This design comes from an exercise in tuning for small area, a short achievable clock period and few clock cycles per item on the open sky130 flow, not from production work.
No run shown here included a check of the RTL's function; only the layout flow was run.
No activity file was given, so power comes from the tool's default toggle rates.

==> flow/design.v, too long to show whole: its modules and the start of the top module <==
// module milestone1: 204 lines
// module m1_engine1: 644 lines
// module m1_final10: 98 lines
// module m1_final11: 117 lines
// module m1_tap: 108 lines
// module m1_pq: 263 lines
// module m1_filter: 130 lines
module milestone1 (
    input  logic        CLOCK_50_I,
    input  logic        resetn,
    input  logic        M1_start,
    input  logic [15:0] SRAM_read_data,
    output logic [15:0] SRAM_write_data,
    output logic [17:0] SRAM_address,
    output logic        SRAM_we_n,
    output logic        M1_done
);
  // ...
==> flow/flow/run.sh <==
#!/bin/bash
set -euo pipefail
sed 's/SETUP_SLACK_MARGIN=5 /SETUP_SLACK_MARGIN=7 /' standard.sh > standard_m.sh
grep -q 'SETUP_SLACK_MARGIN=7 ' standard_m.sh
bash standard_m.sh > standard_m.log 2>&1
==> flow/standard.sh <==
#!/bin/bash
# synth_recipe.tcl (not shown) runs the flow's synth.tcl, then flattens the netlist and writes it again
# the make line also repeats each setting of config.mk as NAME=value (left out here)
make -C /OpenROAD-flow-scripts/flow DESIGN_CONFIG=/design/flow/config.mk WORK_HOME=/design/flow/orfs CLKGATE_MAP_FILE= SYNTH_SCRIPT=/design/flow/synth_recipe.tcl "${@:-finish}"
==> flow/config.mk <==
export PLATFORM = sky130hd
export DESIGN_NAME = milestone1
export DESIGN_NICKNAME = milestone1
export VERILOG_FILES = /design/flow/design.v
export SDC_FILE = /design/flow/constraint.sdc
export NUM_CORES = 4
export LEC_CHECK = 0
export CAP_MARGIN = 20
export CORE_MARGIN = 2
export CORE_UTILIZATION = 40
export SETUP_SLACK_MARGIN = 5
export SLEW_MARGIN = 20
export SYNTH_HIERARCHICAL = 1
export SYNTH_MINIMUM_KEEP_SIZE = 0
==> flow/constraint.sdc <==
create_clock -name core_clock -period 10.5 [get_ports {CLOCK_50_I}]
set_input_delay 2.1000 -clock core_clock [delete_from_list [all_inputs] [get_ports {CLOCK_50_I}]]
set_output_delay 2.1000 -clock core_clock [all_outputs]
set_load 0.01 [all_outputs]
==> impl_metrics.tcl, run 1 <==
set metrics [dict create \
    crit_end "fp[9]" \
    dpl_worst_slack_ns 6.55 \
    cts_root_buf "clkbuf_16" \
    netlist_area_mm2 0.0279 \
    finish.instance_area_mm2 0.0307 \
    die_height_um 268 \
    multiInputGateArea_mm2 0.0151 \
    reg_top3 "us: 56 flops, vs: 56 flops" \
    fin_crit_ns 3.51 \
    buffers 129 \
    fmax_mhz 285 \
    r2r_end "fp[9]" \
    crit_fanout 3 \
    pg_clk_mw 1.74 \
    cts_sinks 413 \
    final-seq-area_mm2 0.00996 \
    mostFrequentLayoutCells "inv_1 (444), ha_1 (250), fa_1 (239)" \
    hold_path_end "fa3[3]" \
    clock_skew_ns 0.0181 \
    p_sw_uw 725 \
    fill_cells 6455 \
    outcome "no timing/DRC/antenna violations" \
    cp_top_family "adder cells" \
    reg2reg_slack_ns 6.99 \
    io-pin-count 55 \
    min-delay-start "a3[3]" \
    nNetsFinal 3126 \
    syn_to_final_growth_pct 10.0 \
]
==> run 2: changes to the inputs <==
==> flow/flow/run.sh (replaced) <==
#!/bin/bash
set -euo pipefail
sed 's/SETUP_SLACK_MARGIN=5 /SETUP_SLACK_MARGIN=7.6 /' standard.sh > standard_m.sh
grep -q 'SETUP_SLACK_MARGIN=7.6 ' standard_m.sh
bash standard_m.sh > standard_m.log 2>&1
==> run 2 against run 1 <==
  * Clock skew up 0.023 ns
  * Via count up 1.1%
  * Clock-buffer cell count unchanged
  * Cell count up 2.3%
  * Setup slack better by 0.11 ns
==> impl_metrics.tcl, run 2 <==
set metrics [dict create \
    crit_path_start "a1[4]" \
    num_vias 18269 \
    fmax_mhz 294 \
    slowest_delay_ns 0.52 \
    syn_inst 2622 \
    syn_to_final_growth_pct 17.1 \
    nNetsFinal 3209 \
    fill_cells 6201 \
    cp.arrival_ns 3.86 \
    cap_violations 0 \
    die_x_um 268 \
    met2_usage_pct 32.0 \
    fin_crit_ns 3.40 \
    synth_area_per_cell_um2 10.6 \
    final.setup.tns_ns 0 \
    utilization_pct 47.5 \
    drt_iter0_drc 1063 \
    outcome "no timing/DRC/antenna violations" \
    crit_end "fp[9]" \
    grt_use_met1_pct 25.1 \
    netlist_area_mm2 0.0279 \
    regToRegStartpoint "a1[4]" \
    detail_route.vias_per_cell 4.99 \
    cts_max_level 2 \
    clock_skew_ns 0.0416 \
    dp_hpwl_um 49900 \
    grt_usage_pct 19.1 \
    use_met3_pct 3.88 \
    crit_fanout 3 \
    timing.final.hold_violations 0 \
    grt_max_degree 58 \
    cts_root_buf "clkbuf_16" \
    grt_pass1_vias 19025 \
    r2r_end "fp[9]" \
    worstSetupStartpointType "register" \
    cp-end-kind "register" \
    grt_pass1_wl_um 106000 \
    cts_sinks 413 \
    total_power_mw 3.35 \
    rsz0062_at_grt "true" \
    final.period_utilization_pct 32.3 \
    ir_worst_vdd_mv 0.110 \
    antenna_found_initial 4 \
    final_max_slew_viol_count 0 \
    finish.instance_area_mm2 0.0327 \
    yosysWarningCount 9 \
    ant_nets 0 \
    firstDrtPassIters 6 \
    clock_path_buffers 3 \
    clkLatencyLatePin_ns 0.62 \
    cts.clk_slew.worst_paths_ns 0.06 \
    tightest_slew_ns 1.03 \
    placed_area_mm2 0.0288 \
    hp-class "register to register" \
    wirelength_um 68300 \
    reg2reg_slack_ns 7.10 \
    setup_violations 0 \
    relSlewSlack_pct 31.1 \
    placeableCoreArea_mm2 0.0688 \
    pwr_density_cell_mw_per_mm2 102 \
    cp.required_ns 10.97 \
    cts_tree "done" \
    io-pin-count 55 \
    finalWeightedCongestion 0.935 \
    p_leak_nw 14.3 \
    overflow 0 \
    path_cells "inv_4 > ha_4 > inv_2 > fa_1 > inv_1 > fa_2 > fa_1 > inv_2 > ha_4 > a21o_1 > a21o_1 > fa_2 > xor2_1" \
    worst_path_max_delay_cell "fa_2" \
    die_area_mm2 0.0719 \
    wl_per_cell_um 18.7 \
    start_util_pct 40.6 \
    critPathKind "register to register" \
    drive_gt1_share_pct 24.8 \
    ctsHoldBuffers 0 \
    n_antenna_cell 0 \
    rows 96 \
    top_usage_layer "met2" \
    port_buffers 54 \
    reg_top3 "us: 56 flops, vs: 56 flops" \
    die_height_um 268 \
    rr_worst_depth 13 \
    drc 0 \
    final_common_cell "inv_1" \
    mostFrequentLayoutCells "inv_1 (383), dfxtp_1 (214), ha_1 (200)" \
    cts_buffers 46 \
]
-- run 2: timing repair --
| item | CTS | global route |
|---|---|---|
| cloned | 2 | 2 |
| pin swaps | 89 | 71 |
| setup endpoints to repair | 266 | 226 |
| setup buffers | 99 | 46 |
| resized for setup | 320 | 163 |
-- run 2: worst min path at each step --
stage | from | to | slack (ns) | depth (start not counted)
4_1_cts | a3[3] | fa3[3] | 0.37 | 0
6_report | a3[3] | fa3[3] | 0.37 | 0
5_1_grt | a3[3] | fa3[3] | 0.38 | 0
3_3_place_gp | a3[4] | fa3[4] | 0.37 | 0
2_1_floorplan | a3[0] | fa3[0] | 0.33 | 0
3_5_place_dp | a3[3] | fa3[3] | 0.37 | 0
-- run 2: cell type report --
type	instances	area, um^2	share of cell area (%)
repair buffers	212	1830	5.61
clock buffers	62	1280	3.92
well taps	931	1160	3.56
multi-input cells	1552	16300	49.9
inverters	465	1830	5.60
clock inverters	24	275	0.842
flip-flops and latches	413	9980	30.5
-- run 2: critical path: cells and delay by family (launching register included) --
family,cells,cell delay [ns]
AOI/OAI and AO/OA,2,0.36
buffers and inverters,4,0.22
xor gates and xnor gates,1,0.14
adders and majority gates,6,2.20
DFF,1,0.35
-- run 2: power breakdown --
| group | leakage [nW] | switching (mW) | internal (mW) |
|---|---|---|---|
| Combinational | 9.92 | 0.0189 | 0.0171 |
| Clock | 0.763 | 0.691 | 0.966 |
| Sequential | 3.64 | 0.000878 | 1.66 |
-- run 2: stage by stage --
stage,setup WS [ns],hold WS (ns),cells
after global placement,6.70,0.375,3424
after floorplan,6.73,0.331,2623
after global routing,6.99,0.375,3659
after detailed placement,6.67,0.374,3424
final,7.10,0.366,3659
after CTS,7.08,0.373,3611
-- run 2: layer usage --
| metal | wire [um] | vias to the layer above |
|---|---|---|
| met4 | 1880 | 4 |
| li1 | - | 8738 |
| met5 | 27 | - |
| met3 | 3880 | 113 |
| met2 | 32600 | 473 |
| met1 | 29900 | 8941 |

separate check: timing with driven ports:
Ports are ideal in the flow. The routed layouts listed here were re-timed in OpenROAD. Step 1: set_driving_cell puts a clkbuf_16 on CLOCK_50_I and a buf_2 on each other input, an assumption about the parent block. Step 2, shift: input delay + t, output delay - t, t = (earliest + latest rising clock arrival at the registers) / 2. This alone moves slack from input paths to output paths. a / b / c = ideal ports / drivers / drivers and shift; a / b = the first two.
| run | shift t [ns] | slack for setup (ns) | hold WS [ns] |
|---|---|---|---|
| run 1 | 0.655 | 6.991 / 6.991 / 6.686 | 0.390 / 0.390 / 0.390 |
| run 2 | 0.659 | 7.104 / 7.071 / 6.981 | 0.366 / 0.366 / 0.366 |
After both steps setup and hold are still met in every run listed. For run 1, which loses most, drivers alone change the setup slack by 0.000 ns; drivers and shift together by -0.305 ns.
